This design comes from an exercise in tuning for small area and a short achievable clock period on the open sky130 flow, not from production work.
The RTL was checked by simulation tests, not by an equivalence proof against the original design.

==> flow/design.v <==
module Xoroshiro128StarStar (
      output [31:0] io_prngHigh,
      output [31:0] io_prngLow,
      input   io_next,
      input   clk,
      input   reset);
  reg [63:0] a0_r;
  wire [63:0] a0 = a0_r ^ 64'h21002100000001;
  reg [63:0] at_r;
  wire [63:0] at = at_r ^ 64'h2001000100000401;
  reg c16_r;
  wire c16 = c16_r ^ 1'h0;
  reg g1_r;
  wire g1 = g1_r ^ 1'h0;
  reg p1_r;
  wire p1 = p1_r ^ 1'h0;
  reg g2_r;
  wire g2 = g2_r ^ 1'h0;
  reg p2_r;
  wire p2 = p2_r ^ 1'h0;
  reg [63:0] q_r;
  wire [63:0] q = q_r ^ 64'h282800280;
  reg [31:0] rlo_r;
  wire [31:0] rlo = rlo_r ^ 32'h1680;
  reg c9_r;
  wire c9 = c9_r ^ 1'h0;
  reg h2_r;
  wire h2 = h2_r ^ 1'h0;
  reg k2_r;
  wire k2 = k2_r ^ 1'h0;
  reg [34:0] qh_r;
  wire [34:0] qh = qh_r ^ 35'h0;
  reg [63:0] out_r;
  wire [63:0] out = out_r ^ 64'h0;
  wire [63:0] a0_ = {a0[39:0], a0[63:40]} ^ at ^ (at << 16);
  wire [63:0] at_ = a0_ ^ {at[26:0], at[63:27]};
  wire [63:0] a4_ = a0_ << 2;
  wire [16:0] s0x = {1'b0, a0_[15:0]} + {1'b0, a4_[15:0]};
  wire [16:0] s1x = {1'b0, a0_[31:16]} + {1'b0, a4_[31:16]};
  wire [16:0] s2x = {1'b0, a0_[47:32]} + {1'b0, a4_[47:32]};
  wire n_c16 = s0x[16];
  wire n_g1 = s1x[16];
  wire n_p1 = &(a0_[31:16] ^ a4_[31:16]);
  wire n_g2 = s2x[16];
  wire n_p2 = &(a0_[47:32] ^ a4_[47:32]);
  wire [63:0] a4 = a0 << 2;
  wire c32 = g1 | (p1 & c16);
  wire c48 = g2 | (p2 & g1) | (p2 & p1 & c16);
  wire [15:0] m0 = a0[15:0] + a4[15:0];
  wire [16:0] m1 = {a0[31:16], 1'b1} + {a4[31:16], c16};
  wire [16:0] m2 = {a0[47:32], 1'b1} + {a4[47:32], c32};
  wire [16:0] m3 = {a0[63:48], 1'b1} + {a4[63:48], c48};
  wire [63:0] m5 = {m3[16:1], m2[16:1], m1[16:1], m0};
  wire [63:0] q_ = {m5[56:0], m5[63:57]};
  wire [63:0] q8 = q << 3;
  wire [32:0] r9 = {1'b0, q[31:0]} + {1'b0, q8[31:0]};
  wire [16:0] r2 = {1'b0, q[47:32]} + {1'b0, q8[47:32]};
  wire n_h2 = r2[16];
  wire n_k2 = &(q[47:32] ^ q8[47:32]);
  wire [34:0] qh8 = qh << 3;
  wire c948 = h2 | (k2 & c9);
  wire [16:0] o2s = {qh[18:3], 1'b1} + {qh8[18:3], c9};
  wire [16:0] o3s = {qh[34:19], 1'b1} + {qh8[34:19], c948};
  wire [15:0] o2 = o2s[16:1];
  wire [15:0] o3 = o3s[16:1];
  assign io_prngHigh = out[63:32];
  assign io_prngLow = out[31:0];
  always @ (posedge clk or posedge reset) begin
    if (reset) begin
      a0_r <= 64'h0;
      at_r <= 64'h0;
      c16_r <= 1'h0;
      g1_r <= 1'h0;
      p1_r <= 1'h0;
      g2_r <= 1'h0;
      p2_r <= 1'h0;
      q_r <= 64'h0;
      rlo_r <= 32'h0;
      c9_r <= 1'h0;
      h2_r <= 1'h0;
      k2_r <= 1'h0;
      qh_r <= 35'h0;
      out_r <= 64'h0;
    end else if (io_next) begin
      a0_r <= a0_ ^ 64'h21002100000001;
      at_r <= at_ ^ 64'h2001000100000401;
      c16_r <= n_c16 ^ 1'h0;
      g1_r <= n_g1 ^ 1'h0;
      p1_r <= n_p1 ^ 1'h0;
      g2_r <= n_g2 ^ 1'h0;
      p2_r <= n_p2 ^ 1'h0;
      q_r <= q_ ^ 64'h282800280;
      rlo_r <= r9[31:0] ^ 32'h1680;
      c9_r <= r9[32] ^ 1'h0;
      h2_r <= n_h2 ^ 1'h0;
      k2_r <= n_k2 ^ 1'h0;
      qh_r <= q[63:29] ^ 35'h0;
      out_r <= {o3, o2, rlo} ^ 64'h0;
    end
  end
endmodule
export LEC_CHECK = 0
export CAP_MARGIN = 20
export CORE_MARGIN = 2
export CORE_UTILIZATION = 40
export CTS_CLUSTER_DIAMETER = 80
export CTS_CLUSTER_SIZE = 24
export SETUP_SLACK_MARGIN = 2.95
export SLEW_MARGIN = 20
create_clock -name core_clock -period 5.0 [get_ports {clk}]
standard.sh (not shown) runs the stock make flow with config.mk's settings and CLKGATE_MAP_FILE= SYNTH_SCRIPT=/design/flow/synth_recipe.tcl, a recipe that flattens the netlist after the stock synthesis.
==> flow/flow/run.sh <==
#!/bin/bash
# Own layout flow: the standard synthesis, then the combinational logic between
# the registers is mapped again by ABC for delay (registers, their names and cells are
# kept as the standard synthesis made them), then the standard ORFS flow from floorplan.
# Each tool's full output goes to a log file in the work folder.
set -euo pipefail
WORK=$(pwd)
FLOWDIR=$WORK/flow
R=$WORK/orfs/results/$FLOW_PLATFORM/Xoroshiro128StarStar/base
PLAT=$FLOW_HOME/platforms/$FLOW_PLATFORM
LIB=$PLAT/lib/sky130_fd_sc_hd__tt_025C_1v80.lib
YOSYS=$(command -v yosys || echo "$FLOW_HOME/../tools/install/yosys/bin/yosys")
D=${ABC_DELAY_PS:-1000}

bash standard.sh synth > "$WORK/log_1_standard_synth.log" 2>&1
cp "$R/1_2_yosys.v" "$WORK/standard_synth.v"

DU=$(sed -n '/DONT_USE_CELLS +=/,/^#/p' "$PLAT/config.mk" | grep -o 'sky130_fd_sc_hd__[a-z0-9_]*' | sed 's/^/-dont_use /' | tr '\n' ' ')
printf 'set_driving_cell sky130_fd_sc_hd__buf_1\nset_load 5\n' > "$WORK/abc.constr"
sed "s/@D@/$D/g" "$FLOWDIR/abc_delay.script" > "$WORK/abc_delay.script"
cat > "$WORK/remap.ys" <<EOY
read_liberty -ignore_miss_func $LIB
delete sky130_fd_sc_hd__dfrtp_* sky130_fd_sc_hd__dfstp_* sky130_fd_sc_hd__conb_1
read_verilog $FLOWDIR/stubs.v
read_verilog $WORK/standard_synth.v
hierarchy -top $FLOW_TOP
flatten
delete t:\\\$scopeinfo
opt_clean
abc -script $WORK/abc_delay.script -liberty $LIB $DU -constr $WORK/abc.constr -D $D
read_liberty -lib -overwrite $LIB
opt_clean -purge
hilomap -singleton -hicell sky130_fd_sc_hd__conb_1 HI -locell sky130_fd_sc_hd__conb_1 LO
splitnets
opt_clean -purge
rename -hide w:*.*
check -assert -mapped
stat -liberty $LIB
write_verilog -noattr -noexpr -nohex -nodec $WORK/remapped.v
EOY
"$YOSYS" -l "$WORK/log_2_remap_yosys.log" "$WORK/remap.ys" > /dev/null
cp "$WORK/remapped.v" "$R/1_2_yosys.v"
rm -f "$R/1_synth.odb" "$R/1_synth.sdc"
bash standard.sh > "$WORK/log_3_standard_flow.log" 2>&1
==> flow/flow/abc_delay.script <==
strash
dch
map -D @D@
buffer
upsize -D @D@
dnsize -D @D@
Other scripts of this flow, unchanged in this note and not shown: flow/flow/stubs.v
The starting point passed the timing, DRC and antenna checks.
Change:
- CORE_UTILIZATION: 40 -> 45
- CTS_CLUSTER_DIAMETER: 80 -> 60
- CTS_CLUSTER_SIZE: 24 -> 20
- PLACE_DENSITY: not set -> 0.7
- SETUP_SLACK_MARGIN: 2.95 -> 2.9
Result: Maximum frequency went up slightly. Global-route usage goes up by 2.4 points. Via count increases slightly. Flip-flop and latch count is unchanged. Final area shrinks by a few percent. Routed wire length drops slightly. Worst setup slack improves by 39 ps.
Change:
==> flow/flow/abc_delay.script (replaced) <==
strash
dch
map -D @D@
strash
dch
map -D @D@
strash
dch
map -D @D@
buffer
upsize -D @D@
dnsize -D @D@
- CORE_UTILIZATION: 45 -> 40
Result:
- The changed run went through all stages and came out clean
- fmax increases slightly
- routed wire length decreases by about a fifth
- area after synthesis decreases by a few percent
- clock-buffer cell count increases by 7
Change:
==> flow/flow/abc_delay.script (replaced) <==
strash
dch
map -D @D@
buffer
upsize -D @D@
dnsize -D @D@
- CTS_CLUSTER_DIAMETER: 60 -> not set
- CTS_CLUSTER_SIZE: 20 -> not set
- PLACE_DENSITY: 0.7 -> not set
- SETUP_SLACK_MARGIN: 2.9 -> 3.05
The new run produced a clean layout.
Sequential share of layout area went down by 4.1 points.
Design area went up by 14%.
Routed wire length went up by 24%.
Change:
==> flow/flow/abc_delay.script (replaced) <==
strash
dch
map -D @D@
strash
dch
map -D @D@
strash
dch
map -D @D@
buffer
upsize -D @D@
dnsize -D @D@
- CTS_CLUSTER_DIAMETER: not set -> 60
- CTS_CLUSTER_SIZE: not set -> 20
- PLACE_DENSITY: not set -> 0.8
- SETUP_SLACK_MARGIN: 3.05 -> 2.9
Clock skew rose by 19 ps.
First-iteration DRC count went up by 11%.
Global-route usage decreases by 4.5 points.
Sequential share of layout area rises by 3.9 points.
Count of clock-buffer cells in the layout falls by 31.
Die area decreases by 2.1%.

==> separate check: timing with driven ports <==
How much do the figures lean on ideal ports? The routed layouts below were timed once more, with nothing changed but the port constraints.
Step 1 sets driving cells, clkbuf_16 on the clock port and buf_2 on the other inputs (assumed; they add their load-dependent delay and slew).
Step 2 adds t to the input delays and takes it off the output delays; t is the mean of the earliest and latest rising clock arrival at the registers after step 1. Input paths then give back, and output paths get back, about the clock's delay inside the block.
a / b / c = ideal / step 1 / step 2; a / b = the first two.
run	t, ns	setup WS [ns]	worst data-port slew with drivers (ns)
the first run	0.655	2.846 / 2.780 / 2.195	0.26
the second run	0.618	2.886 / 2.828 / 2.210	0.19
the third run	0.607	2.901 / 2.845 / 2.398	0.06
the fourth run	0.619	2.845 / 2.790 / 2.424	0.23
the fifth run	0.643	2.835 / 2.780 / 2.400	0.08
After both steps setup and hold are still met in every run listed. For the second run, which loses most, drivers alone change the setup slack by -0.058 ns; drivers and shift together by -0.676 ns.
